Background: an optimization exercise with open tools, aiming at small area, a short achievable clock period and few clock cycles. Do not read the settings as production practice.
Only simulation tests tie the RTL to the original design; equivalence was not proved.
No activity file was given, so power comes from the tool's default toggle rates.

## lenet
module lenet (
    input wire clk,
    input wire rst_n,
    input wire compute_start,
    output reg compute_finish,
    input wire [31:0] scale_CONV1,
    input wire [31:0] scale_CONV2,
    input wire [31:0] scale_CONV3,
    input wire [31:0] scale_FC1,
    input wire [31:0] scale_FC2,
    output wire [ 3:0] sram_weight_wea0,
    output wire [15:0] sram_weight_addr0,
    output wire [31:0] sram_weight_wdata0,
    input wire [31:0] sram_weight_rdata0,
    output wire [ 3:0] sram_weight_wea1,
    output wire [15:0] sram_weight_addr1,
    output wire [31:0] sram_weight_wdata1,
    input wire [31:0] sram_weight_rdata1,
    output reg [ 3:0] sram_act_wea0,
    output wire [15:0] sram_act_addr0,
    output wire [31:0] sram_act_wdata0,
    input wire [31:0] sram_act_rdata0,
    output reg [ 3:0] sram_act_wea1,
    output wire [15:0] sram_act_addr1,
    output wire [31:0] sram_act_wdata1,
    input wire [31:0] sram_act_rdata1
);
    reg rst_q, start_q;
    always @(posedge clk) begin
        rst_q <= rst_n;
        start_q <= compute_start;
    end
    reg s_idle, s_c1, s_c2, s_c3, s_f1, s_f2, s_done;
    wire conv = s_c1 | s_c2;
    wire dense = s_c3 | s_f1 | s_f2;
    reg running;            
    reg wr_req;             
    wire issue = running & ~wr_req;
    reg [2:0] r;  reg r_e;        
    reg [2:0] c;  reg c_e;        
    reg dy;                       
    reg [2:0] j;  reg j_e;        
    reg [3:0] py; reg py_e;       
    reg [3:0] f;  reg f_e;        
    reg [5:0] k;  reg k_e;        
    reg [6:0] n;  reg n_e;        
    reg k_e1;                     
    wire grp_e = r_e & c_e;                   
    wire conv_last = grp_e & dy & j_e & py_e & f_e;
    wire at_last = conv ? conv_last : (k_e & n_e);
    reg [9:0] ap;           
    reg [9:0] rb;           
    reg [13:0] wa0, wa1;    
    reg [13:0] wb;          
    reg [9:0] aa0, aa1;     
    reg q_n;                
    reg t1v, t1f, t1l, t1d, t1g, t1q, t1a, t1b;
  ...
Settings: LEC_CHECK=0, CAP_MARGIN=45, CORE_MARGIN=2, CORE_UTILIZATION=65, CTS_BUF_LIST=sky130_fd_sc_hd__clkbuf_8, PLACE_DENSITY=0.75, SLEW_MARGIN=65; clock period 14.0 ns.
run.sh (not shown) runs the stock make flow with config.mk's settings and CLKGATE_MAP_FILE= SYNTH_SCRIPT=/design/flow/synth_recipe.tcl, a recipe that flattens the netlist after the stock synthesis.
Testbench counts at the start, summed over its fixed seeds: cycles 690,072.
Rerun with:
CORE_UTILIZATION = 72   (was 65)
PLACE_DENSITY = 0.82   (was 0.75)
SLEW_MARGIN = 45   (was 65)
Sequential cell count does not change.
First-iteration DRC count goes up by 9.4%.
Synthesized cell count does not change.
Wire length goes up by 0.94%.
Die area goes down by 9.6%.
Non-clock buffer count goes down by 17.
Maximum frequency goes down by 3.3%.
Cell area goes down by 1.1%.
Clock power goes up by about 2%.
Sequential share of layout area goes up by 0.15 points.
Hold slack hardly moves.
Rerun with:
CAP_MARGIN = 20   (was 45)
CORE_UTILIZATION = 65   (was 72)
CTS_BUF_LIST = not set   (was sky130_fd_sc_hd__clkbuf_8)
PLACE_DENSITY = 0.75   (was 0.82)
SLEW_MARGIN = 20   (was 45)
After rerunning: Total power climbs by about 0.6%; synthesized cell count stays the same; maximum frequency climbs by about 1.8%; worst hold slack gets better by 0.0039 ns; area after synthesis is unchanged.
Rerun with:
CTS_BUF_LIST = sky130_fd_sc_hd__clkbuf_8   (was not set)
What happened: The new run ran to the end with no violations. Design area is lower by about 0.55%. Non-clock buffer count came out higher by 1. Register-to-register slack is about the same. Critical path depth came out lower by 1.

* * *

run a:
Starting RTL as in the previous note.
export LEC_CHECK = 0
export CAP_MARGIN = 45
export CORE_MARGIN = 2
export CORE_UTILIZATION = 65
export PLACE_DENSITY = 0.75
export SLEW_MARGIN = 45
create_clock -name core_clock -period 14.0 [get_ports {clk}]
Run a: flow completed, timing, DRC and antenna clean
Testbench counts of run a, summed over its fixed seeds: cycles 690,072.
Edits applied to the flow inputs when going from run a to run b:
- putting CTS_BUF_LIST at sky130_fd_sc_hd__clkbuf_8 where nothing was set
==> summary.txt <==
- Run b against run a: layout overhead on the synthesized area fell 0.48 points, wire length fell about 0.35%, global-route usage about even, combinational share of power rose 1.1 points.
- Run b and run a ended up with roughly the same violation count after the first detailed-route iteration.
- Relative to run a, the fraction of layout instances using a drive strength above 1 of run b is higher by 0.61 points.
- Power after layout (lower): run b
- Run b: actual slew at the worst max-slew pin is 5.5 ps higher than what run a reported.
- Maximum fanout encountered on the critical timing path (run b over run a): decrease, 22
- Run b vs run a, met2 usage went down by 0.52 points.
- Comparing path length in cells of the critical path for run b and run a, the smaller number came from run b.

re-timing with driven ports:
In the flow no input, the clock included, has a driving cell. The finished layouts below were timed again as built, in two steps.
Step 1 (the two cells are an assumption about what drives the block):
set clk [get_ports {clk}]
set_driving_cell -lib_cell sky130_fd_sc_hd__clkbuf_16 $clk
set_driving_cell -lib_cell sky130_fd_sc_hd__buf_2 [delete_from_list [all_inputs] $clk]
Step 2 times the ports against the registers' clock, not the clock port: input delays grow and output delays shrink by t, the midpoint of the rising clock arrivals with the driver on.
a / b / c = no drivers / after step 1 / after step 2; a / b = the first two.
| run | t (ns) | setup slack, ns | hold WS [ns] | worst register clock-pin slew, ns |
|---|---|---|---|---|
| the first run of note 1 | 0.994 | 9.062 / 8.984 / 9.245 | 0.321 / 0.321 / 0.321 | 0.08 / 0.08 |
| the second run of note 1 | 1.010 | 8.893 / 8.893 / 8.893 | 0.321 / 0.321 / 0.321 | 0.07 / 0.07 |
| the third run of note 1 | 0.806 | 8.983 / 8.983 / 8.983 | 0.325 / 0.325 / 0.325 | 0.07 / 0.07 |
| the fourth run of note 1 | 0.986 | 8.994 / 8.994 / 8.994 | 0.327 / 0.327 / 0.327 | 0.08 / 0.08 |
| run a | 0.800 | 9.211 / 9.211 / 9.211 | 0.325 / 0.325 / 0.325 | 0.07 / 0.07 |
| run b | 0.986 | 9.109 / 9.030 / 9.138 | 0.329 / 0.329 / 0.329 | 0.09 / 0.09 |
After both steps every run listed still meets setup and hold.
